From an optimization exercise on the open Yosys and OpenROAD flow, aimed at small area and a short achievable clock period; shortcuts taken in it are not production practice.
In this exercise RTL edits were held to simulation tests only and were not proved equivalent to the original.
No activity file was given, so power comes from the tool's default toggle rates.

`design.v`:
```
module alu_ctl (
	input  [2:0] op,
	output       binv, cin, s_sum, s_g, s_p
);
	assign binv  = (op[0] & ~op[1]) | (op[2] & ~op[1]) | (op[2] & op[0]);
	assign cin   = op[0] & ~op[2];
	assign s_sum = (op == 3'b000) | (op == 3'b001) | (op == 3'b100);
	assign s_g   = (op == 3'b010) | (op == 3'b111) | (op == 3'b011);
	assign s_p   = (op == 3'b110) | (op == 3'b011);
endmodule
module alu_binv (
	input  [2:0] op,
	output       binv
);
	wire [2:0] t;
	nand3_stage u_t (.a({op[0], ~op[1], ~op[1]}), .b({op[2], op[0], op[2]}), .y(t));
	nand3_1 u_b (.a(t), .y(binv));
endmodule
module nand3_stage (
	input  [2:0] a, b,
	output [2:0] y
);
	assign y = ~(a & b);
endmodule
module nand3_1 (
	input  [2:0] a,
	output       y
);
	assign y = ~&a;
endmodule
module alu_opnd (
	input  [31:0] A, PC, B, SE,
	input         srca,
	input  [1:0]  srcb,
	input  [31:0] binv,
	output [31:0] sa,
	output [31:0] bx
);
	reg [31:0] sb;
	always @(*) begin
		case (srcb)
			2'b00: sb = B;
			2'b01: sb = 32'h1;
			2'b10: sb = SE;
			2'b11: sb = {SE[29:0], 2'b00};
		endcase
	end
	assign sa = srca ? PC : A;
	assign bx = sb ^ binv;
endmodule
module alu_xnor (
	input  [31:0] a, b,
	output [31:0] pn
);
	assign pn = ~(a ^ b);
endmodule
module alu_gen (
	input  [31:0] a, b,
	input         cin,
	output [31:0] gn
);
	assign gn[31:1] = ~(a[31:1] & b[31:1]);
	assign gn[0]    = ~((a[0] & b[0]) | ((a[0] | b[0]) & cin));
endmodule
module ks_n2p #(parameter D = 1) (
	input  [31:0] gn, pn,
	output [31:0] g, p
);
	genvar i;
	generate
		for (i = 0; i < 32; i = i + 1) begin : b
			if (i >= D) begin : c
				assign g[i] = ~(gn[i] & (pn[i] | gn[i-D]));
			end else begin : t
				assign g[i] = ~gn[i];
			end
			if (i >= 2*D) begin : pp
				assign p[i] = ~(pn[i] | pn[i-D]);
			end else begin : pz
				assign p[i] = 1'b0;
			end
		end
	endgenerate
endmodule
module ks_p2n #(parameter D = 2) (
	input  [31:0] g, p,
	output [31:0] gn, pn
);
	genvar i;
	generate
		for (i = 0; i < 32; i = i + 1) begin : b
			if (i >= D) begin : c
				assign gn[i] = ~(g[i] | (p[i] & g[i-D]));
			end else begin : t
				assign gn[i] = ~g[i];
			end
			if (i >= 2*D) begin : pp
				assign pn[i] = ~(p[i] & p[i-D]);
			end else begin : pz
				assign pn[i] = 1'b1;
			end
		end
	endgenerate
endmodule
module nand_vv (
	input  [31:0] a, b,
	output [31:0] y
);
	assign y = ~(a & b);
endmodule
module nand_vs (
	input  [31:0] a,
	input         s,
	output [31:0] y
);
	assign y = ~(a & {32{s}});
endmodule
module inv_v (
	input  [31:0] a,
	output [31:0] y
);
	assign y = ~a;
endmodule
module alu_pre (
	input  [31:0] pn, g, ALUOut, PC,
	input         s_g, s_p, s_sum, pc_alu, pc_out_l, pc_keep,
	output [31:0] r_c0, r_c1, pc_c0, pc_c1
);
	wire [31:0] p       = ~pn;
	wire [31:0] r_lo    = (g & {32{s_g}}) | (p & {32{s_p}});
	assign      r_c0    = r_lo | (p & {32{s_sum}});
	assign      r_c1    = r_lo | (pn & {32{s_sum}});
	wire [31:0] pc_hold = (ALUOut & {32{pc_out_l}}) | (PC & {32{pc_keep}});
	assign      pc_c0   = pc_alu ? r_c0 : pc_hold;
	assign      pc_c1   = pc_alu ? r_c1 : pc_hold;
endmodule
module alu_tail (
	input  [31:0] c,
	input  [31:0] r0, r1, q0, q1,
	output [31:0] r, q
);
	wire [31:0] cn, r1n, r0n, q1n, q0n;
	inv_v   u_cn (.a(c), .y(cn));
	nand_vv u_r1 (.a(r1), .b(c),  .y(r1n));
	nand_vv u_r0 (.a(r0), .b(cn), .y(r0n));
	nand_vv u_r  (.a(r1n), .b(r0n), .y(r));
	nand_vv u_q1 (.a(q1), .b(c),  .y(q1n));
	nand_vv u_q0 (.a(q0), .b(cn), .y(q0n));
	nand_vv u_q  (.a(q1n), .b(q0n), .y(q));
endmodule
module Mux4to1
#(
	parameter WIDTH = 32
)
(
	input [WIDTH-1:0] data_1, data_3, data_4,
	input [1:0]	selector,
	output [WIDTH-1:0] data_o
);
reg [WIDTH-1:0] data;
localparam [WIDTH-1:0] constant = 32'h1;
always @(*)
begin
case (selector)
	2'b00: begin
	data = data_1;
	end
	2'b01: begin
	data = constant;
	end
	2'b10: begin
	data = data_3;
	end
	2'b11: begin
	data = data_4;
	end
endcase
end
assign data_o = data; 
endmodule
module Reg_Direct(
    input clk, reset,
    input [31:0] data_in,
    output reg [31:0] data_out
);
    always @(posedge clk or negedge reset) 
	 begin 
        if (!reset)
            data_out <= 32'h0;
        else
            data_out <= data_in;
    end
endmodule
module Reg_Enable(
    input clk, reset, enable,
    input [31:0] data_in,
    output reg [31:0] data_out
);
    always @(posedge clk or negedge reset) begin 
        if (!reset)
            data_out <= 32'h0;
        else if (enable) 
				data_out <= data_in;
    end
endmodule
module Reg_Double(
    input clk, reset,
    input  [31:0] data_A_in, data_B_in,
    output [31:0] data_A_out, data_B_out
);
    Reg_Direct RA(.clk(clk), .reset(reset), .data_in(data_A_in), .data_out(data_A_out));
    Reg_Direct RB(.clk(clk), .reset(reset), .data_in(data_B_in), .data_out(data_B_out));
endmodule
module Wrap_Reg_Double(
    input clk, reset,
    input  [31:0] data_A_in, data_B_in,
    output [31:0] data_A_out, data_B_out
);
    Reg_Double RD(.clk(clk), .reset(reset), .data_A_in(data_A_in), .data_A_out(data_A_out), .data_B_in(data_B_in), .data_B_out(data_B_out));   
endmodule
module ff_d(d, clk, reset, enable, q);
input [31:0] d;
input clk, reset, enable;
output reg [31:0] q;
	always @ (posedge clk or negedge reset) begin
		if (!reset) begin
			q <= 0;
		end
		else begin
			if (enable) begin
				q <= d;
			end
		end
	end
endmodule 
module encoder(
input [4:0] a,                                  
input en,                                        
output [31:0] enc );                         
wire [3:0] w;                                 
decoder2x4 x1(w,a[4:3],en);      
decoder3x8 x2(enc[7:0], a[2:0],w[0]);   
decoder3x8 x3(enc[15:8], a[2:0],w[1]);
decoder3x8 x4(enc[23:16], a[2:0],w[2]);
decoder3x8 x5(enc[31:24], a[2:0],w[3]);
endmodule
module decoder2x4(
output reg [3:0] enc,
input [1:0] a,
input en);
always @(a,en)                
if(en)
case(a)
2'b00: enc=4'b0001;     
2'b01: enc=4'b0010;
2'b10: enc=4'b0100;
2'b11: enc=4'b1000;
default: enc=0;
endcase
else enc=0;               
endmodule
module decoder3x8(
output reg [7:0] enc,
input [2:0] a,
input en);
always @(a,en)
if(en)
case(a)                                   
0: enc =8'b00000001;            
1: enc =8'b00000010;            
2: enc =8'b00000100;
3: enc =8'b00001000;
4: enc =8'b00010000;
5: enc =8'b00100000;
6: enc =8'b01000000;
7: enc =8'b10000000;
default: enc=0;
endcase
else enc=0;         
endmodule
module mux_32(I0,I1,I2,I3,I4,I5,I6,I7,I8,I9,I10,I11,I12,I13,I14,I15,I16,I17,I18,I19,I20,I21,I22,I23,I24,
				 I25,I26,I27,I28,I29,I30,I31, Sel, Data);
input [31:0] I0,I1,I2,I3,I4,I5,I6,I7,I8,I9,I10,I11,I12,I13,I14,I15,I16,I17,I18,I19,I20,I21,I22,I23,I24,
				 I25,I26,I27,I28,I29,I30,I31;
input [4:0] Sel;
output [31:0] Data;
reg [31:0] Data_out;
always @(*) begin 
case(Sel)
5'b00000: Data_out = I0;
5'b00001: Data_out = I1;
5'b00010: Data_out = I2;
5'b00011: Data_out = I3;
5'b00100: Data_out = I4;
5'b00101: Data_out = I5;
5'b00110: Data_out = I6;
5'b00111: Data_out = I7;
5'b01000: Data_out = I8;
5'b01001: Data_out = I9;
5'b01010: Data_out = I10;
5'b01011: Data_out = I11;
5'b01100: Data_out = I12;
5'b01101: Data_out = I13;
5'b01110: Data_out = I14;
5'b01111: Data_out = I15;
5'b10000: Data_out = I16;
5'b10001: Data_out = I17;
5'b10010: Data_out = I18;
5'b10011: Data_out = I19;
5'b10100: Data_out = I20;
5'b10101: Data_out = I21;
5'b10110: Data_out = I22;
5'b10111: Data_out = I23;
5'b11000: Data_out = I24;
5'b11001: Data_out = I25;
5'b11010: Data_out = I26;
5'b11011: Data_out = I27;
5'b11100: Data_out = I28;
5'b11101: Data_out = I29;
5'b11110: Data_out = I30;
5'b11111: Data_out = I31;
endcase 
end 
assign Data = Data_out;
endmodule 
module Register_File #(parameter N = 32)(
	input 		clk,
	input 		reset,
	input 		Reg_Write_i,
	input [4:0] Write_Register_i,
	input [4:0] Read_Register_1_i,
	input [4:0] Read_Register_2_i,
	input [N-1:0] Write_Data_i,
	output [N-1:0] Read_Data_1_o,
	output [N-1:0] Read_Data_2_o
	);
	localparam enb = 1'b1;
	wire [N-1:0] enc;
	wire [N-1:0] q0, q1, q2, q3, q4, q5, q6, q7, q8, q9, q10, q11, q12, q13, q14, q15, q16, q17, q18, q19, q20, q21, q22, q23, 
				    q24, q25, q26, q27, q28, q29, q30, q31;
	encoder E0 (.a(Write_Register_i),.en(enb),.enc(enc));
	assign q0 = {N{1'b0}};
	ff_d  R1(.d(Write_Data_i), .clk(clk), .reset(reset), .enable(enc[1]&Reg_Write_i),  .q(q1));
	ff_d  R2(.d(Write_Data_i), .clk(clk), .reset(reset), .enable(enc[2]&Reg_Write_i),  .q(q2));
	ff_d  R3(.d(Write_Data_i), .clk(clk), .reset(reset), .enable(enc[3]&Reg_Write_i),  .q(q3));
	ff_d  R4(.d(Write_Data_i), .clk(clk), .reset(reset), .enable(enc[4]&Reg_Write_i),  .q(q4));
	ff_d  R5(.d(Write_Data_i), .clk(clk), .reset(reset), .enable(enc[5]&Reg_Write_i),  .q(q5));
	ff_d  R6(.d(Write_Data_i), .clk(clk), .reset(reset), .enable(enc[6]&Reg_Write_i),  .q(q6));
	ff_d  R7(.d(Write_Data_i), .clk(clk), .reset(reset), .enable(enc[7]&Reg_Write_i),  .q(q7));
	ff_d  R8(.d(Write_Data_i), .clk(clk), .reset(reset), .enable(enc[8]&Reg_Write_i),  .q(q8));
	ff_d  R9(.d(Write_Data_i), .clk(clk), .reset(reset), .enable(enc[9]&Reg_Write_i),  .q(q9));
	ff_d R10(.d(Write_Data_i), .clk(clk), .reset(reset), .enable(enc[10]&Reg_Write_i), .q(q10));
	ff_d R11(.d(Write_Data_i), .clk(clk), .reset(reset), .enable(enc[11]&Reg_Write_i), .q(q11));
	ff_d R12(.d(Write_Data_i), .clk(clk), .reset(reset), .enable(enc[12]&Reg_Write_i), .q(q12));
	ff_d R13(.d(Write_Data_i), .clk(clk), .reset(reset), .enable(enc[13]&Reg_Write_i), .q(q13));
	ff_d R14(.d(Write_Data_i), .clk(clk), .reset(reset), .enable(enc[14]&Reg_Write_i), .q(q14));
	ff_d R15(.d(Write_Data_i), .clk(clk), .reset(reset), .enable(enc[15]&Reg_Write_i), .q(q15));
	ff_d R16(.d(Write_Data_i), .clk(clk), .reset(reset), .enable(enc[16]&Reg_Write_i), .q(q16));
	ff_d R17(.d(Write_Data_i), .clk(clk), .reset(reset), .enable(enc[17]&Reg_Write_i), .q(q17));
	ff_d R18(.d(Write_Data_i), .clk(clk), .reset(reset), .enable(enc[18]&Reg_Write_i), .q(q18));
	ff_d R19(.d(Write_Data_i), .clk(clk), .reset(reset), .enable(enc[19]&Reg_Write_i), .q(q19));
	ff_d R20(.d(Write_Data_i), .clk(clk), .reset(reset), .enable(enc[20]&Reg_Write_i), .q(q20));
	ff_d R21(.d(Write_Data_i), .clk(clk), .reset(reset), .enable(enc[21]&Reg_Write_i), .q(q21));
	ff_d R22(.d(Write_Data_i), .clk(clk), .reset(reset), .enable(enc[22]&Reg_Write_i), .q(q22));
	ff_d R23(.d(Write_Data_i), .clk(clk), .reset(reset), .enable(enc[23]&Reg_Write_i), .q(q23));
	ff_d R24(.d(Write_Data_i), .clk(clk), .reset(reset), .enable(enc[24]&Reg_Write_i), .q(q24));
	ff_d R25(.d(Write_Data_i), .clk(clk), .reset(reset), .enable(enc[25]&Reg_Write_i), .q(q25));
	ff_d R26(.d(Write_Data_i), .clk(clk), .reset(reset), .enable(enc[26]&Reg_Write_i), .q(q26));
	ff_d R27(.d(Write_Data_i), .clk(clk), .reset(reset), .enable(enc[27]&Reg_Write_i), .q(q27));
	ff_d R28(.d(Write_Data_i), .clk(clk), .reset(reset), .enable(enc[28]&Reg_Write_i), .q(q28));
	ff_d R29(.d(Write_Data_i), .clk(clk), .reset(reset), .enable(enc[29]&Reg_Write_i), .q(q29));
	ff_d R30(.d(Write_Data_i), .clk(clk), .reset(reset), .enable(enc[30]&Reg_Write_i), .q(q30));
	ff_d R31(.d(Write_Data_i), .clk(clk), .reset(reset), .enable(enc[31]&Reg_Write_i), .q(q31));
	mux_32 RD1(.I0(q0), .I1(q1), .I2(q2), .I3(q3), .I4(q4), .I5(q5), .I6(q6), .I7(q7), .I8(q8), .I9(q9), .I10(q10), .I11(q11),
	           .I12(q12), .I13(q13), .I14(q14), .I15(q15), .I16(q16), .I17(q17), .I18(q18), .I19(q19), .I20(q20), .I21(q21),
		   .I22(q22), .I23(q23), .I24(q24), .I25(q25), .I26(q26), .I27(q27), .I28(q28), .I29(q29), .I30(q30), .I31(q31),
		        .Sel(Read_Register_1_i), .Data(Read_Data_1_o));
	mux_32 RD2(.I0(q0), .I1(q1), .I2(q2), .I3(q3), .I4(q4), .I5(q5), .I6(q6), .I7(q7), .I8(q8), .I9(q9), .I10(q10), .I11(q11),
	           .I12(q12), .I13(q13), .I14(q14), .I15(q15), .I16(q16), .I17(q17), .I18(q18), .I19(q19), .I20(q20), .I21(q21),
		   .I22(q22), .I23(q23), .I24(q24), .I25(q25), .I26(q26), .I27(q27), .I28(q28), .I29(q29), .I30(q30), .I31(q31),
		        .Sel(Read_Register_2_i),.Data(Read_Data_2_o));
endmodule
module Wrap_Register_File #(parameter N = 32)(
	input 		clk,
	input 		reset,
	input 		Reg_Write_i,
	input [4:0] Write_Register_i,
	input [4:0] Read_Register_1_i,
	input [4:0] Read_Register_2_i,
	input [N-1:0] Write_Data_i,
	output [N-1:0] Read_Data_1_o,
	output [N-1:0] Read_Data_2_o
	);
	Register_File #(.N(N)) RF (.clk(clk), .reset(reset), .Reg_Write_i(Reg_Write_i), .Write_Register_i(Write_Register_i), .Read_Register_1_i(Read_Register_1_i), .Read_Register_2_i(Read_Register_2_i), .Write_Data_i(Write_Data_i), .Read_Data_1_o(Read_Data_1_o), .Read_Data_2_o(Read_Data_2_o));
endmodule
module Sign_Extend
(
	input [15:0] SE_I,
	output wire [31:0] SE_O
);
assign	SE_O = {{16{SE_I[15]}},SE_I};
endmodule
module muxselect #(parameter WIDTH = 32)(
output [WIDTH-1:0] O,
input [WIDTH-1:0] S0, S1,
input I);
assign O=(I) ? S1:S0;
endmodule
module MIPS_Single_Cycle
#(
	parameter DATA_WIDTH 	= 32
)
(
	input clk,
	input reset,
	input PCWrite, IorD, IRWrite, MemtoReg, RegWrite, ALUSrcA, CUS,
	input [1:0] ALUSrcB,
	input [3:0] ALUControl,
	input PCSrc,
	input  [31:0] mem_rdata,
	output [31:0] mem_addr,
	output [31:0] mem_wdata
	);
	reg [31:0] PC, IR, MDR, A, B, ALUOut;
	reg [32*32-1:32] rf;
	reg [31:1]      rf_valid;
	wire [4:0]  ra1 = IR[25:21];
	wire [4:0]  ra2 = IR[20:16];
	wire [31:0] wd  = MemtoReg ? ALUOut : MDR;
	wire [31:1] we;
	wire [31:1] sel1, sel2;
	wire [31:0] rd1, rd2;
	integer i;
	wire [3:0] h1, h2, ha;
	wire [7:0] l1, l2, la;
	predec2 u_pd_h1 (.a(ra1[4:3]), .y(h1));
	predec3 u_pd_l1 (.a(ra1[2:0]), .y(l1));
	predec2 u_pd_h2 (.a(ra2[4:3]), .y(h2));
	predec3 u_pd_l2 (.a(ra2[2:0]), .y(l2));
	predec2 u_pd_ha (.a(IR[15:14]), .y(ha));
	predec3 u_pd_la (.a(IR[13:11]), .y(la));
	wire       wr_a = RegWrite & CUS;
	wire       wr_b = RegWrite & ~CUS;
	wr_dec u_wdec (.ha(ha & {4{wr_a}}), .la(la), .hb(h2 & {4{wr_b}}), .lb(l2), .we(we));
	rd_dec u_dec1 (.hi(h1), .lo(l1), .valid(rf_valid), .sel(sel1));
	rd_dec u_dec2 (.hi(h2), .lo(l2), .valid(rf_valid), .sel(sel2));
	rf_read u_rd1 (.q(rf), .sel(sel1), .d(rd1));
	rf_read u_rd2 (.q(rf), .sel(sel2), .d(rd2));
	reg [32*32-1:32] rf_next;
	always @(*) begin
		for (i = 1; i < 32; i = i + 1)
			rf_next[i*32 +: 32] = (wd & {32{we[i]}}) | (rf[i*32 +: 32] & {32{~we[i]}});
	end
	always @(posedge clk)
		rf <= rf_next;
	always @(posedge clk or negedge reset) begin
		if (!reset)
			rf_valid <= 31'h0;
		else
			rf_valid <= rf_valid | we;
	end
	wire [31:0] SignImm = {{16{IR[15]}}, IR[15:0]};
	wire [3:0] binv_q;
	wire       binv, cin, s_sum, s_g, s_p;
	alu_ctl u_ctl (.op(ALUControl[2:0]), .binv(binv), .cin(cin),
	               .s_sum(s_sum), .s_g(s_g), .s_p(s_p));
	genvar gq;
	generate
		for (gq = 0; gq < 4; gq = gq + 1) begin : bq
			alu_binv u (.op(ALUControl[2:0]), .binv(binv_q[gq]));
		end
	endgenerate
	wire [31:0] binv_v = {{8{binv_q[3]}}, {8{binv_q[2]}}, {8{binv_q[1]}}, {8{binv_q[0]}}};
	wire [31:0] sa, bx, pn, gn;
	alu_opnd u_opnd (.A(A), .PC(PC), .B(B), .SE(SignImm), .srca(ALUSrcA),
	                 .srcb(ALUSrcB), .binv(binv_v), .sa(sa), .bx(bx));
	alu_xnor u_xnor (.a(sa), .b(bx), .pn(pn));
	alu_gen  u_gen  (.a(sa), .b(bx), .cin(cin), .gn(gn));
	wire [31:0] g1, p1, g2n, p2n, g3, p3, g4n, p4n, g5, p5;
	ks_n2p #(.D(1))  u_l1 (.gn(gn),  .pn(pn),  .g(g1),  .p(p1));
	ks_p2n #(.D(2))  u_l2 (.g(g1),   .p(p1),   .gn(g2n), .pn(p2n));
	ks_n2p #(.D(4))  u_l3 (.gn(g2n), .pn(p2n), .g(g3),  .p(p3));
	ks_p2n #(.D(8))  u_l4 (.g(g3),   .p(p3),   .gn(g4n), .pn(p4n));
	ks_n2p #(.D(16)) u_l5 (.gn(g4n), .pn(p4n), .g(g5),  .p(p5));
	wire [31:0] carry = {g5[30:0], cin};
	wire [31:0] g = {~gn[31:1], sa[0] & bx[0]};
	wire        pc_alu = PCWrite & ~PCSrc;
	wire        pc_out = PCWrite & PCSrc;
	wire [31:0] r_c0, r_c1, pc_c0, pc_c1;
	alu_pre u_pre (.pn(pn), .g(g), .ALUOut(ALUOut), .PC(PC),
	               .s_g(s_g), .s_p(s_p), .s_sum(s_sum), .pc_alu(pc_alu),
	               .pc_out_l(pc_out), .pc_keep(~pc_out),
	               .r_c0(r_c0), .r_c1(r_c1), .pc_c0(pc_c0), .pc_c1(pc_c1));
	wire [31:0] ALUResult, pc_next;
	alu_tail u_tail (.c(carry), .r0(r_c0), .r1(r_c1), .q0(pc_c0), .q1(pc_c1),
	                 .r(ALUResult), .q(pc_next));
	always @(posedge clk or negedge reset) begin
		if (!reset) begin
			PC     <= 32'h0;
			IR     <= 32'h0;
			MDR    <= 32'h0;
			A      <= 32'h0;
			B      <= 32'h0;
			ALUOut <= 32'h0;
		end else begin
			PC     <= pc_next;
			if (IRWrite) IR <= mem_rdata;
			MDR    <= mem_rdata;
			A      <= rd1;
			B      <= rd2;
			ALUOut <= ALUResult;
		end
	end
	wire [31:0] addr_o, addr_p;
	wire [3:0]  iord_n, iord_p;
	inv_s u_in0 (.a(IorD), .y(iord_n[0]));
	inv_s u_in1 (.a(IorD), .y(iord_n[1]));
	inv_s u_in2 (.a(IorD), .y(iord_n[2]));
	inv_s u_in3 (.a(IorD), .y(iord_n[3]));
	inv_s u_ip0 (.a(iord_n[0]), .y(iord_p[0]));
	inv_s u_ip1 (.a(iord_n[1]), .y(iord_p[1]));
	inv_s u_ip2 (.a(iord_n[2]), .y(iord_p[2]));
	inv_s u_ip3 (.a(iord_n[3]), .y(iord_p[3]));
	nand_vv u_am_o (.a(ALUOut), .b({{8{iord_p[3]}}, {8{iord_p[2]}}, {8{iord_p[1]}}, {8{iord_p[0]}}}), .y(addr_o));
	nand_vv u_am_p (.a(PC),     .b({{8{iord_n[3]}}, {8{iord_n[2]}}, {8{iord_n[1]}}, {8{iord_n[0]}}}), .y(addr_p));
	nand_vv u_am   (.a(addr_o), .b(addr_p), .y(mem_addr));
	assign mem_wdata = B;
endmodule
module rf_read (
	input  [32*32-1:32] q,
	input  [31:1]       sel,
	output [31:0]       d
);
	wire [32*11-1:0] yn;
	genvar k;
	generate
		for (k = 0; k < 10; k = k + 1) begin : grp
			rd_grp3 u (.q0(q[(3*k+1)*32 +: 32]), .q1(q[(3*k+2)*32 +: 32]),
			           .q2(q[(3*k+3)*32 +: 32]), .s0(sel[3*k+1]),
			           .s1(sel[3*k+2]), .s2(sel[3*k+3]), .yn(yn[k*32 +: 32]));
		end
	endgenerate
	rd_one u_31 (.q(q[31*32 +: 32]), .s(sel[31]), .yn(yn[10*32 +: 32]));
	rd_or11 u_or (.yn(yn), .d(d));
endmodule
module rd_grp3 (
	input  [31:0] q0, q1, q2,
	input         s0, s1, s2,
	output [31:0] yn
);
	assign yn = ~((q0 & {32{s0}}) | (q1 & {32{s1}}) | (q2 & {32{s2}}));
endmodule
module rd_one (
	input  [31:0] q,
	input         s,
	output [31:0] yn
);
	assign yn = ~(q & {32{s}});
endmodule
module rd_or11 (
	input  [32*11-1:0] yn,
	output [31:0]      d
);
	wire [31:0] o0, o1, o2, dn;
	rd_nand4 u_o0 (.a(yn[0*32 +: 32]), .b(yn[1*32 +: 32]), .c(yn[2*32 +: 32]), .d(yn[3*32 +: 32]), .y(o0));
	rd_nand4 u_o1 (.a(yn[4*32 +: 32]), .b(yn[5*32 +: 32]), .c(yn[6*32 +: 32]), .d(yn[7*32 +: 32]), .y(o1));
	rd_nand4 u_o2 (.a(yn[8*32 +: 32]), .b(yn[9*32 +: 32]), .c(yn[10*32 +: 32]), .d(32'hffffffff), .y(o2));
	rd_nor3  u_n  (.a(o0), .b(o1), .c(o2), .y(dn));
	inv_v    u_i  (.a(dn), .y(d));
endmodule
module rd_nand4 (
	input  [31:0] a, b, c, d,
	output [31:0] y
);
	assign y = ~(a & b & c & d);
endmodule
module rd_nor3 (
	input  [31:0] a, b, c,
	output [31:0] y
);
	assign y = ~(a | b | c);
endmodule
module inv_s (
	input  a,
	output y
);
	assign y = ~a;
endmodule
module rd_dec (
	input  [3:0]  hi,
	input  [7:0]  lo,
	input  [31:1] valid,
	output [31:1] sel
);
	wire [31:0] hi_x, lo_x;
	genvar i;
	generate
		for (i = 0; i < 32; i = i + 1) begin : x
			assign hi_x[i] = hi[i / 8];
			assign lo_x[i] = lo[i % 8];
		end
	endgenerate
	and3_v u_sel (.a(valid), .b(hi_x[31:1]), .c(lo_x[31:1]), .y(sel));
endmodule
module predec2 (
	input  [1:0] a,
	output [3:0] y
);
	assign y = 4'b0001 << a;
endmodule
module predec3 (
	input  [2:0] a,
	output [7:0] y
);
	assign y = 8'b00000001 << a;
endmodule
module and3_v (
	input  [31:1] a, b, c,
	output [31:1] y
);
	assign y = a & b & c;
endmodule
module wr_dec (
	input  [3:0]  ha, hb,
	input  [7:0]  la, lb,
	output [31:1] we
);
	wire [31:0] ha_x, la_x, hb_x, lb_x;
	genvar i;
	generate
		for (i = 0; i < 32; i = i + 1) begin : x
			assign ha_x[i] = ha[i / 8];
			assign la_x[i] = la[i % 8];
			assign hb_x[i] = hb[i / 8];
			assign lb_x[i] = lb[i % 8];
		end
	endgenerate
	assign we = (ha_x[31:1] & la_x[31:1]) | (hb_x[31:1] & lb_x[31:1]);
endmodule
```
`constraint.sdc`:
```
create_clock -name core_clock -period 5.0 [get_ports {clk}]
set_input_delay 1.0000 -clock core_clock [delete_from_list [all_inputs] [get_ports {clk}]]
set_output_delay 1.0000 -clock core_clock [all_outputs]
set_load 0.01 [all_outputs]
```
`run.sh`:
```
#!/bin/bash
# synth_recipe.tcl (not shown) runs the flow's synth.tcl, then flattens the netlist and writes it again
# the make line also repeats each setting of config.mk as NAME=value (left out here)
make -C /OpenROAD-flow-scripts/flow DESIGN_CONFIG=/design/flow/config.mk WORK_HOME=/design/flow/orfs CLKGATE_MAP_FILE= SYNTH_SCRIPT=/design/flow/synth_recipe.tcl finish
```
`config.mk`:
```
export PLATFORM = sky130hd
export DESIGN_NAME = MIPS_Single_Cycle
export DESIGN_NICKNAME = MIPS_Single_Cycle
export VERILOG_FILES = /design/flow/design.v
export SDC_FILE = /design/flow/constraint.sdc
export NUM_CORES = 4
export LEC_CHECK = 0
export CAP_MARGIN = 20
export CORE_MARGIN = 2
export CORE_UTILIZATION = 40
export CTS_BUF_LIST = sky130_fd_sc_hd__clkbuf_16
export CTS_CLUSTER_DIAMETER = 65
export CTS_CLUSTER_SIZE = 28
export PLACE_DENSITY = 0.7
export SETUP_SLACK_MARGIN = 2.5
export SLEW_MARGIN = 20
export SYNTH_HIERARCHICAL = 1
export TNS_END_PERCENT = 5
```
==> results of run 1 <==
power by group through the flow:
stage | clock network, uW | registers, uW | logic [uW]
final | 6590 | 12800 | 7150
after floorplan | 0 | 12700 | 3650
after global placement | 0 | 12900 | 5490
after CTS | 6570 | 12700 | 6600
after global routing | 6930 | 12800 | 7510
after detailed placement | 0 | 12900 | 5600
routing by layer:
layer  share of wire [%]  vias to the layer above  track usage (%)  wire [um]
met1                  32                    20180            31.66      63640
met4                 6.4                        2            13.15      12590
li1                    -                    16470                -          -
met3                  15                      740            8.069      30360
met5              0.0066                        -                0         13
met2                  46                     3705            41.43      89840
worst min-delay path by stage:
stage	end	slack, ns
global route	PC[7]$_DFF_PN0_	0.39
finish	PC[5]$_DFF_PN0_	0.34
detailed placement	rf_valid[6]$_DFF_PN0_	0.46
CTS	PC[8]$_DFF_PN0_	0.36
floorplan	rf_valid[10]$_DFF_PN0_	0.44
global placement	rf_valid[29]$_DFF_PN0_	0.46
metrics by stage:
stage          hold WS [ns]  cell area, um^2  util [%]
2_1_floorplan        0.4437            54880         -
3_3_place_gp         0.4558            56860     42.08
3_5_place_dp         0.4620            56890     42.10
4_1_cts              0.3552            61680     45.65
5_1_grt              0.3898            63340     46.88
6_report             0.3383            63350     46.88
timing repair:
item | 4_1_cts | 5_1_grt
gates resized for setup | 563 | 219
setup buffers | 75 | 42
setup endpoints to repair | 1145 | 754
cloned | 9 | 20
pin swaps | 117 | 151
critical path, stage by stage:
cell and delay [ns]:
clkdlybuf4s50_1 0.65, and3_1 0.58, a22o_4 0.62, buf_4 0.33
cell type report:
type	count	area (um^2)	share of cell area, %
flip-flops and latches	1209	35250	55.63
multi-input cells	2263	18710	29.54
repair buffers	371	4141	6.537
well taps	1781	2228	3.517
clock buffers	69	1727	2.726
inverters	172	690.7	1.090
clock inverters	45	598.1	0.9440
diodes	4	10.01	0.01580
==> impl_metrics.tcl, run 1 <==
set metrics [dict create \
    internal_power_uw 17560 \
    clock_skew_ns 0.04790 \
    cts_max_level 3 \
    power_frac_clock_pct 24.8 \
    clk_latency_ns 0.68 \
    grt_pass1_wl_um 266400 \
    critPathLaunch "RegWrite" \
    row_count 135 \
    dp.cells 5649 \
    syn2layout_area_growth_pct 16.49 \
    final_cell_mix "edfxtp_1 (992), a222oi_1 (640), nand2_1 (468)" \
    place_hpwl_um 113400 \
    yosysWarnings 8 \
    cts_tree "built" \
    final_cells 5914 \
    synthCells 3831 \
    wirelength_um 196400 \
    end_kind "register" \
    setup_viol 0 \
    cts_root_buf "clkbuf_16" \
    path_max_fanout 25 \
    postCtsHoldBufs 0 \
    leakage_uw 0.02264 \
    sw_frac_of_total_pct 33.81 \
    path_clk_slew_ns 0.10 \
    rsz0062_at_grt "true" \
    gp_congestion 0.9658 \
    dieWidth_um 372.7 \
    setup_ws_ns 2.186 \
    slew_headroom_pct 29.43 \
    crit_path_start_kind "primary input" \
    cts_buffers 68 \
    start_util_pct 40.25 \
    final_common_cell "edfxtp_1" \
    switchingPower_uw 8969 \
    sequentialPowerShare_pct 48.2 \
    die_h_um 372.7 \
    vias 41090 \
    min_period_ns 2.814 \
    firstDrtPassIters 11 \
    crit_type "primary input to register" \
    cp.arrival_ns 3.20 \
    dieArea_um2 138900 \
    timing.reg2reg.setup_slack_ns 2.19 \
    max_clock_freq_ghz 0.3554 \
    post_drt_via_cell_ratio 6.948 \
    fin_nets 4133 \
    syn_avg_cell_area_um2 14.20 \
    drv_slew 0 \
    setup_tns_ns 0 \
    timing.rr.start "IR[12]$_DFFE_PN0P_" \
    grt_util_all_layers_pct 25.92 \
    worstPathRequired_ns 5.39 \
    status "timing/DRC/antenna clean" \
    wl_per_cell_um 33.22 \
    drive_above_1_share_pct 24.39 \
    timing.final.crit_share_pct 56.27 \
    clock_sinks 1209 \
    final_hold_viol_count 0 \
    fillers 11400 \
    grt_pass1_vias 39170 \
    dp_slack_ns 0.6261 \
    core-area_um2 135100 \
    finalPower_uw 26530 \
    port_buffers 110 \
    dr.first_iter.drc_count 9636 \
    p_comb_share_pct 27.0 \
    power_density_nw_per_um2 418.8 \
    synth_area_um2 54390 \
    clockBufferDepth 3 \
    reg2reg_depth 3 \
    max_cap_violations 0 \
    antenna_found_initial 1 \
    overflow 0 \
    hp-class "primary input to async pin" \
    vdd_drop_max_mv 0.2775 \
    tightest_slew_ns 1.059 \
    ios 112 \
    grt_start_max_net_pins 93 \
    ant_nets 0 \
    drc 0 \
]
==> inputs of run 2 (changes only) <==
--- a/config.mk
+++ b/config.mk
@@ -13,5 +13,5 @@
 export CTS_CLUSTER_SIZE = 28
 export PLACE_DENSITY = 0.7
-export SETUP_SLACK_MARGIN = 2.5
+export SETUP_SLACK_MARGIN = 2.65
 export SLEW_MARGIN = 20
 export SYNTH_HIERARCHICAL = 1
==> impl_metrics.tcl, run 2 <==
set metrics [dict create \
    max_clock_freq_ghz 0.3197 \
    antenna_found_initial 5 \
    internal_power_uw 17330 \
    leakage_uw 0.02247 \
    end_kind "register" \
    wirelength_um 198600 \
    vias 41400 \
    timing.reg2reg.setup_slack_ns 1.87 \
    reg2reg_depth 4 \
    cts_root_buf "clkbuf_16" \
    clock_sinks 1209 \
    dieWidth_um 372.7 \
    die_h_um 372.7 \
    firstDrtPassIters 12 \
    rsz0062_at_grt "true" \
    yosysWarnings 8 \
    final_util_pct 46.59 \
    status "timing/DRC/antenna clean" \
    gp_congestion 0.9532 \
    overflow 0 \
    p_comb_share_pct 26.2 \
    grt_util_all_layers_pct 26.11 \
    power_density_nw_per_um2 415.1 \
    clock_skew_ns 0.03525 \
    top_layer "met5" \
    grt_pass1_vias 39550 \
    wl_per_cell_um 33.59 \
    cts_buffers 67 \
    worstPathRequired_ns 5.39 \
    wl_met1_um 64550 \
    wl_met2_um 90470 \
    final_common_cell "edfxtp_1" \
    tightest_slew_ns 1.252 \
    syn_avg_cell_area_um2 14.20 \
    drive_above_1_share_pct 24.35 \
    sequentialPowerShare_pct 49.0 \
    setup_tns_ns 0 \
    synthCells 3831 \
    switchingPower_uw 8805 \
    sw_frac_of_total_pct 33.69 \
    crit_type "register to register" \
    setup_viol 0 \
    ant_nets 0 \
    crit_path_start_kind "register" \
    core-area_um2 135100 \
    drv_slew 0 \
    syn2layout_area_growth_pct 15.76 \
    grt_pass1_wl_um 268000 \
    final_cell_mix "edfxtp_1 (992), a222oi_1 (640), nand2_1 (470)" \
    min_period_ns 3.128 \
    dr.first_iter.drc_count 10360 \
    synth_area_um2 54390 \
    grt_start_max_net_pins 104 \
    ios 112 \
    power_frac_clock_pct 24.8 \
    slew_headroom_pct 16.53 \
    start_util_pct 40.25 \
    vdd_drop_max_mv 0.2506 \
    cts_tree "built" \
    drc 0 \
    path_max_fanout 28 \
    timing.rr.start "IR[11]$_DFFE_PN0P_" \
    clk_latency_ns 0.68 \
    timing.final.crit_share_pct 62.55 \
    cp.arrival_ns 3.52 \
    hp-class "primary input to async pin" \
    clockBufferDepth 3 \
    dieArea_um2 138900 \
    max_cap_violations 0 \
    port_buffers 110 \
    place_hpwl_um 112700 \
    fillers 11490 \
    fin_nets 4133 \
    post_drt_via_cell_ratio 7.002 \
    path_clk_slew_ns 0.10 \
    wl_met3_um 31140 \
    final_hold_viol_count 0 \
    cts_max_level 3 \
    row_count 135 \
]
## run 2: power groups by stage
stage	logic, uW	registers (uW)	clock network [uW]
floorplan	3660	12700	0
CTS	6460	12800	6460
global route	7210	12900	6790
detailed placement	5560	13000	0
finish	6850	12800	6470
global placement	5430	12900	0
## run 2: layer usage
layer,GRT usage (%),vias to the layer above
li1,-,16450
met1,31.40,20450
met2,41.74,3817
met3,8.180,689
met4,14.37,6
met5,0,-
## run 2: how the worst max path moves through the flow
stage,startpoint,to,slack (ns),cells after the start
after floorplan,ALUSrcB[1],PC[18]$_DFF_PN0_,2.12,14
after global placement,ALUControl[2],PC[30]$_DFF_PN0_,0.71,13
after detailed placement,ALUControl[2],PC[28]$_DFF_PN0_,0.66,13
after CTS,IorD,mem_addr[16],2.07,8
after global routing,IR[11]$_DFFE_PN0P_,register,1.94,4
final,IR[11]$_DFFE_PN0P_,register,1.87,4
## run 2: area by class of cell
type / count / area (um^2) / share of cell area [%]
sequential: 1209 / 35230 / 55.96
inverter: 172 / 686.9 / 1.091
clock buffer: 67 / 1677 / 2.663
clock inverter: 48 / 616.8 / 0.9798
multi-input combinational: 2267 / 18420 / 29.25
tap: 1781 / 2228 / 3.539
timing repair buffer: 368 / 4098 / 6.508
antenna: 1 / 2.502 / 0.003975
## run 2: timing repair
action / 4_1_cts / 5_1_grt
pin swaps: 115 / 61
resized for setup: 547 / 165
hold buffers: 0 / 0
setup endpoints to repair: 1135 / 1179
gates cloned: 10 / 20
buffers inserted: 83 / 36
## run 2: worst max-delay path: stages, from the launching register on
cell and delay [ns]:
dfrtp_2 0.55, buf_4 0.27, nor3b_1 0.65, a22o_2 1.00, buf_4 0.33
## run 2: stage by stage
stage          cells  area (um^2)  worst slack (ns)  hold WS [ns]  total power (uW)
4_1_cts         5856        61690             2.075        0.4040             25680
3_5_place_dp    5648        56860            0.6596        0.4633             18510
2_1_floorplan   3893        54890             2.124        0.4437             16330
6_report        5913        62960             1.873        0.3720             26130
5_1_grt         5912        62960             1.940        0.4606             26860
3_3_place_gp    5648        56850            0.7085        0.4558             18360
==> inputs of run 3 (changes only) <==
--- a/design.v
+++ b/design.v
@@ -32,4 +32,5 @@
 	input  [31:0] A, PC, B, SE,
 	input         srca,
+	input         a_ok,
 	input  [1:0]  srcb,
 	input  [31:0] binv,
@@ -46,5 +47,6 @@
 		endcase
 	end
-	assign sa = srca ? PC : A;
+	wire   s_a = ~srca & a_ok;
+	assign sa = (PC & {32{srca}}) | (A & {32{s_a}});
 	assign bx = sb ^ binv;
 endmodule
@@ -423,9 +425,19 @@
 	);
 	reg [31:0] PC, IR, MDR, A, B, ALUOut;
+	reg live;
+	always @(posedge clk or negedge reset) begin
+		if (!reset)
+			live <= 1'b0;
+		else
+			live <= 1'b1;
+	end
+	wire live_n = ~live;
 	reg [32*32-1:32] rf;
 	reg [31:1]      rf_valid;
 	wire [4:0]  ra1 = IR[25:21];
 	wire [4:0]  ra2 = IR[20:16];
-	wire [31:0] wd  = MemtoReg ? ALUOut : MDR;
+	wire        wd_o = MemtoReg & live;
+	wire        wd_m = ~MemtoReg & live;
+	wire [31:0] wd   = (ALUOut & {32{wd_o}}) | (MDR & {32{wd_m}});
 	wire [31:1] we;
 	wire [31:1] sel1, sel2;
@@ -473,5 +485,5 @@
 	wire [31:0] binv_v = {{8{binv_q[3]}}, {8{binv_q[2]}}, {8{binv_q[1]}}, {8{binv_q[0]}}};
 	wire [31:0] sa, bx, pn, gn;
-	alu_opnd u_opnd (.A(A), .PC(PC), .B(B), .SE(SignImm), .srca(ALUSrcA),
+	alu_opnd u_opnd (.A(A), .PC(PC), .B(B), .SE(SignImm), .srca(ALUSrcA), .a_ok(live),
 	                 .srcb(ALUSrcB), .binv(binv_v), .sa(sa), .bx(bx));
 	alu_xnor u_xnor (.a(sa), .b(bx), .pn(pn));
@@ -490,5 +502,5 @@
 	alu_pre u_pre (.pn(pn), .g(g), .ALUOut(ALUOut), .PC(PC),
 	               .s_g(s_g), .s_p(s_p), .s_sum(s_sum), .pc_alu(pc_alu),
-	               .pc_out_l(pc_out), .pc_keep(~pc_out),
+	               .pc_out_l(pc_out & live), .pc_keep(~pc_out),
 	               .r_c0(r_c0), .r_c1(r_c1), .pc_c0(pc_c0), .pc_c1(pc_c1));
 	wire [31:0] ALUResult, pc_next;
@@ -499,17 +511,16 @@
 			PC     <= 32'h0;
 			IR     <= 32'h0;
-			MDR    <= 32'h0;
-			A      <= 32'h0;
 			B      <= 32'h0;
-			ALUOut <= 32'h0;
 		end else begin
 			PC     <= pc_next;
 			if (IRWrite) IR <= mem_rdata;
-			MDR    <= mem_rdata;
-			A      <= rd1;
 			B      <= rd2;
-			ALUOut <= ALUResult;
 		end
 	end
+	always @(posedge clk) begin
+		MDR    <= mem_rdata;
+		A      <= rd1;
+		ALUOut <= ALUResult;
+	end
 	wire [31:0] addr_o, addr_p;
 	wire [3:0]  iord_n, iord_p;
@@ -518,8 +529,8 @@
 	inv_s u_in2 (.a(IorD), .y(iord_n[2]));
 	inv_s u_in3 (.a(IorD), .y(iord_n[3]));
-	inv_s u_ip0 (.a(iord_n[0]), .y(iord_p[0]));
-	inv_s u_ip1 (.a(iord_n[1]), .y(iord_p[1]));
-	inv_s u_ip2 (.a(iord_n[2]), .y(iord_p[2]));
-	inv_s u_ip3 (.a(iord_n[3]), .y(iord_p[3]));
+	nor_s u_ip0 (.a(iord_n[0]), .b(live_n), .y(iord_p[0]));
+	nor_s u_ip1 (.a(iord_n[1]), .b(live_n), .y(iord_p[1]));
+	nor_s u_ip2 (.a(iord_n[2]), .b(live_n), .y(iord_p[2]));
+	nor_s u_ip3 (.a(iord_n[3]), .b(live_n), .y(iord_p[3]));
 	nand_vv u_am_o (.a(ALUOut), .b({{8{iord_p[3]}}, {8{iord_p[2]}}, {8{iord_p[1]}}, {8{iord_p[0]}}}), .y(addr_o));
 	nand_vv u_am_p (.a(PC),     .b({{8{iord_n[3]}}, {8{iord_n[2]}}, {8{iord_n[1]}}, {8{iord_n[0]}}}), .y(addr_p));
@@ -638,2 +649,8 @@
 	assign we = (ha_x[31:1] & la_x[31:1]) | (hb_x[31:1] & lb_x[31:1]);
 endmodule
+module nor_s (
+	input  a, b,
+	output y
+);
+	assign y = ~(a | b);
+endmodule
--- a/config.mk
+++ b/config.mk
@@ -13,5 +13,5 @@
 export CTS_CLUSTER_SIZE = 28
 export PLACE_DENSITY = 0.7
-export SETUP_SLACK_MARGIN = 2.65
+export SETUP_SLACK_MARGIN = 2.5
 export SLEW_MARGIN = 20
 export SYNTH_HIERARCHICAL = 1
==> impl_metrics.tcl, run 3 <==
set metrics [dict create \
    dr.first_iter.drc_count 8313 \
    path_clk_slew_ns 0.09 \
    max_clock_freq_ghz 0.3382 \
    min_period_ns 2.957 \
    drv_slew 0 \
    yosysWarnings 8 \
    finalInstanceArea_um2 61270 \
    syn2layout_area_growth_pct 13.84 \
    setup_tns_ns 0 \
    final_cells 5865 \
    rsz0062_at_grt "true" \
    hp-class "primary input to async pin" \
    final_cell_mix "edfxtp_1 (992), a222oi_1 (640), nand2_1 (481)" \
    cts_buffers 72 \
    vdd_drop_max_mv 0.2405 \
    wirelength_um 187500 \
    status "timing/DRC/antenna clean" \
    sequentialPowerShare_pct 49.1 \
    dp_slack_ns 0.6986 \
    gp_congestion 1.018 \
    fin_nets 4090 \
    path_max_fanout 32 \
    power_density_nw_per_um2 413.3 \
    grt_pass1_vias 39490 \
    port_buffers 110 \
    post_drt_via_cell_ratio 6.935 \
    sw_frac_of_total_pct 32.93 \
    timing.final.crit_share_pct 59.14 \
    crit_path_start_kind "register" \
    setup_viol 0 \
    overflow 0 \
    final_util_pct 45.91 \
    clock_skew_ns 0.04762 \
    place_hpwl_um 111900 \
    grt_start_max_net_pins 65 \
    switchingPower_uw 8338 \
    row_count 134 \
    grt_pass1_wl_um 263300 \
    drive_above_1_share_pct 21.48 \
    cts_tree "built" \
    dieWidth_um 370.8 \
    cp.arrival_ns 3.52 \
    crit_type "register to register" \
    synthCells 3875 \
    syn_avg_cell_area_um2 13.89 \
    start_util_pct 40.33 \
    internal_power_uw 16990 \
    final_hold_viol_count 0 \
    synth_area_um2 53820 \
    core-area_um2 133500 \
    tightest_slew_ns 1.164 \
    grt_util_all_layers_pct 26.11 \
    final_common_cell "edfxtp_1" \
    drc 0 \
    max_cap_violations 0 \
    antenna_found_initial 0 \
    clock_sinks 1210 \
    setup_ws_ns 2.043 \
    firstDrtPassIters 15 \
    ant_nets 0 \
    leakage_uw 0.02172 \
    clockBufferDepth 3 \
    die_h_um 370.8 \
    end_kind "register" \
    cts_root_buf "clkbuf_16" \
    slew_headroom_pct 22.42 \
    clk_latency_ns 0.70 \
    cts_max_level 3 \
    dp.cells 5679 \
    ios 112 \
    dieArea_um2 137500 \
    p_comb_share_pct 23.5 \
    worstPathRequired_ns 5.57 \
    place_area_um2 56480 \
    wl_per_cell_um 31.97 \
    power_frac_clock_pct 27.5 \
    vias 40680 \
]
==> run 3: worst paths after layout <==
kind / startpoint / to / slack [ns] / cells past startpoint
min in group core_clock: rf_valid[5]$_DFF_PN0_ / rf_valid[5]$_DFF_PN0_ / 0.49 / 1
max in group asynchronous: reset / rf_valid[10]$_DFF_PN0_ / 3.66 / 2
hold reg to reg: rf_valid[5]$_DFF_PN0_ / rf_valid[5]$_DFF_PN0_ / 0.49 / 1
hold / removal: reset / PC[6]$_DFF_PN0_ / 0.30 / 1
setup reg to reg: IR[17]$_DFFE_PN0P_ / B[11]$_DFF_PN0_ / 2.04 / 7
setup / recovery: IR[17]$_DFFE_PN0P_ / B[11]$_DFF_PN0_ / 2.04 / 7
==> run 3: what timing repair did <==
item	4_1_cts	5_1_grt
hold buffers	0	0
setup buffers	52	0
endpoints found under the setup margin	1289	1078
gates resized for setup	482	27
gates cloned	4	1
pin swaps	83	19
==> run 3: metrics by stage <==
step | hold slack (ns) | power, uW
2_1_floorplan | 0.4437 | 15520
3_3_place_gp | 0.4589 | 17340
3_5_place_dp | 0.4611 | 17460
4_1_cts | 0.3201 | 24990
5_1_grt | 0.3488 | 26000
6_report | 0.2992 | 25320
==> run 3: cell type report <==
type                    instances  area (um^2)
repair inverters                1        8.758
flip-flops and latches       1210        34770
clock buffers                  74         1852
diodes                          1        2.502
fillers                     11570        72190
well taps                    1768         2212
multi-input cells            2300        18360
repair buffers                288         2623
clock inverters                54        779.5
inverters                     169        658.1
==> run 3: power groups by stage <==
stage               Combinational, uW  Clock [uW]  Sequential [uW]
CTS                              5610        6990            12400
global route                     6230        7290            12500
floorplan                        3160           0            12400
finish                           5940        6960            12400
global placement                 4760           0            12600
detailed placement               4860           0            12600
==> run 3: critical path, cell delays in order, from the launching register on <==
cell and delay (ns):
dfrtp_1 0.51, and3b_2 0.37, and3_1 0.22, buf_4 0.30, a222oi_1 0.49, nand4_1 0.42
nor3_2 0.40, inv_1 0.09
==> run 3: layer usage <==
layer	wire, um	GRT usage [%]
met1	62030	31.35
met2	85900	41.59
met3	28290	7.957
met4	11130	14.96
met5	139	0.7343
==> inputs of run 4 (changes only) <==
--- a/config.mk
+++ b/config.mk
@@ -12,5 +12,5 @@
 export CTS_CLUSTER_DIAMETER = 65
 export CTS_CLUSTER_SIZE = 28
-export PLACE_DENSITY = 0.7
+export PLACE_DENSITY = 0.75
 export SETUP_SLACK_MARGIN = 2.5
 export SLEW_MARGIN = 20
==> impl_metrics.tcl, run 4 <==
set metrics [dict create \
    status "timing/DRC/antenna clean" \
    grt_pass1_vias 38910 \
    switchingPower_uw 7945 \
    end_kind "register" \
    postCtsHoldBufs 0 \
    timing.rr.start "IR[12]$_DFFE_PN0P_" \
    ant_nets 0 \
    dieWidth_um 370.8 \
    worstPathRequired_ns 5.32 \
    clock_sinks 1210 \
    final_cell_mix "edfxtp_1 (992), a222oi_1 (640), nand2_1 (477)" \
    post_drt_via_cell_ratio 7.043 \
    gp_congestion 0.9793 \
    core-area_um2 133500 \
    rsz0062_at_grt "true" \
    path_max_fanout 33 \
    cts_root_buf "clkbuf_16" \
    vias 41540 \
    setup_viol 0 \
    grt_pass1_wl_um 256300 \
    power_density_nw_per_um2 394.2 \
    syn2layout_area_growth_pct 14.85 \
    drc 0 \
    drive_above_1_share_pct 22.15 \
    sequentialPowerShare_pct 51.1 \
    max_clock_freq_ghz 0.3240 \
    finalInstanceArea_um2 61810 \
    fillers 11270 \
    cts_max_level 2 \
    timing.reg2reg.setup_slack_ns 1.91 \
    synth_area_um2 53820 \
    cts_buffers 61 \
    row_count 134 \
    wl_per_cell_um 32.75 \
    final_hold_viol_count 0 \
    grt_util_all_layers_pct 25.16 \
    leakage_uw 0.02186 \
    synthCells 3875 \
    firstDrtPassIters 14 \
    p_comb_share_pct 24.1 \
    clock_skew_ns 0.04101 \
    place_hpwl_um 111000 \
    slew_headroom_pct 14.85 \
    final_util_pct 46.32 \
    min_period_ns 3.086 \
    dr.first_iter.drc_count 10360 \
    power_frac_clock_pct 24.8 \
    overflow 0 \
    reg2reg_depth 2 \
    ios 112 \
    die_h_um 370.8 \
    tightest_slew_ns 1.277 \
    setup_tns_ns 0 \
    timing.final.crit_share_pct 61.73 \
    fin_nets 4134 \
    final_common_cell "edfxtp_1" \
    dieArea_um2 137500 \
    antenna_found_initial 3 \
    max_cap_violations 0 \
    port_buffers 110 \
    drv_slew 0 \
    cp.arrival_ns 3.41 \
    hp-class "primary input to async pin" \
    clockBufferDepth 3 \
    clk_latency_ns 0.73 \
    crit_path_start_kind "register" \
    crit_type "register to register" \
    place_area_um2 56460 \
    syn_avg_cell_area_um2 13.89 \
    internal_power_uw 16430 \
    sw_frac_of_total_pct 32.60 \
    vdd_drop_max_mv 0.3983 \
    path_clk_slew_ns 0.10 \
    wirelength_um 193100 \
    start_util_pct 40.33 \
    yosysWarnings 8 \
    grt_start_max_net_pins 123 \
    cts_tree "built" \
]
## run 4: per-layer routing
metal,wire length (um),global-route usage [%],vias up
met5,25,0,-
met4,13600,13.39,4
met3,33040,8.738,822
met2,86750,39.58,4158
met1,59720,30.40,20060
li1,-,-,16490
## run 4: timing repair
item                                    4_1_cts  5_1_grt
buffers inserted                             37       51
endpoints found under the setup margin     1291     1136
gates cloned                                  5       20
pin swaps                                    76       81
resized for setup                           449      184
## run 4: stage by stage
| step | power (uW) | std cells | hold slack [ns] | setup slack, ns |
|---|---|---|---|---|
| floorplan | 15520 | 3937 | 0.4437 | 2.155 |
| global placement | 17280 | 5676 | 0.4572 | 0.7468 |
| detailed placement | 17420 | 5677 | 0.4595 | 0.7121 |
| CTS | 23820 | 5823 | 0.4100 | 2.101 |
| global route | 25010 | 5895 | 0.3952 | 1.939 |
| finish | 24370 | 5898 | 0.3209 | 1.914 |
## run 4: how the worst max path moves through the flow
stage	startpoint	to	slack [ns]	depth (start not counted)
2_1_floorplan	ALUSrcB[1]	PC[18]$_DFF_PN0_	2.16	14
3_3_place_gp	ALUControl[2]	PC[26]$_DFF_PN0_	0.75	13
3_5_place_dp	ALUControl[2]	PC[26]$_DFF_PN0_	0.71	13
4_1_cts	live$_DFF_PN0_	mem_addr[19]	2.10	7
5_1_grt	IR[12]$_DFFE_PN0P_	register	1.94	2
6_report	IR[12]$_DFFE_PN0P_	register	1.91	2
## run 4: power by group through the flow
stage	registers, uW	clock network [uW]	logic, uW
after global placement	12600	0	4710
after CTS	12400	6000	5410
final	12500	6050	5870
after global routing	12500	6340	6170
after floorplan	12400	0	3160
after detailed placement	12600	0	4810
## run 4: area by class of cell
| type | count | area (um^2) | share of cell area (%) |
|---|---|---|---|
| inverter | 169 | 653.1 | 1.057 |
| sequential | 1210 | 34780 | 56.27 |
| antenna | 3 | 7.507 | 0.01214 |
| tap | 1768 | 2212 | 3.579 |
| timing repair buffer | 340 | 3679 | 5.951 |
| timing repair inverter | 1 | 8.758 | 0.01417 |
| multi-input combinational | 2303 | 18400 | 29.76 |
| clock buffer | 62 | 1551 | 2.510 |
| clock inverter | 42 | 521.8 | 0.8441 |
## run 4: critical path, stage by stage (launching register included)
cell     delay, ns
dfrtp_2       0.62
nor3b_2       0.96
a22o_2        1.08

-- afterwards: timing with drivers on the ports --
The flow's constraints put no driver on any port. The routed layouts listed below were extracted and timed again, unchanged, in two steps.
Step 1 (the two cells are an assumption about what drives the block):
set clk [get_ports {clk}]
set_driving_cell -lib_cell sky130_fd_sc_hd__clkbuf_16 $clk
set_driving_cell -lib_cell sky130_fd_sc_hd__buf_2 [delete_from_list [all_inputs] $clk]
Step 2 also shifts input and output timing later by t, the mid clock arrival at the registers, as if the neighbouring blocks saw the same clock.
a / b / c = ideal ports / drivers / drivers and shift; a / b = the first two.
run | shift t [ns] | setup WS [ns] | hold slack, ns | latest minus earliest clock arrival (ns) | worst data-port slew with drivers (ns)
run 1 | 0.748 | 2.186 / 2.097 / 1.349 | 0.338 / 0.304 / 0.490 | 0.052 / 0.053 | 0.30
run 2 | 0.742 | 1.872 / 1.851 / 1.108 | 0.372 / 0.346 / 0.489 | 0.037 / 0.037 | 0.46
run 3 | 0.758 | 2.043 / 2.043 / 1.309 | 0.299 / 0.256 / 0.489 | 0.048 / 0.047 | 0.17
run 4 | 0.787 | 1.914 / 1.898 / 1.111 | 0.321 / 0.279 / 0.490 | 0.046 / 0.046 | 0.19
After both steps every run listed still meets setup and hold. For run 1, which loses most, drivers alone change the setup slack by -0.089 ns; drivers and shift together by -0.837 ns.
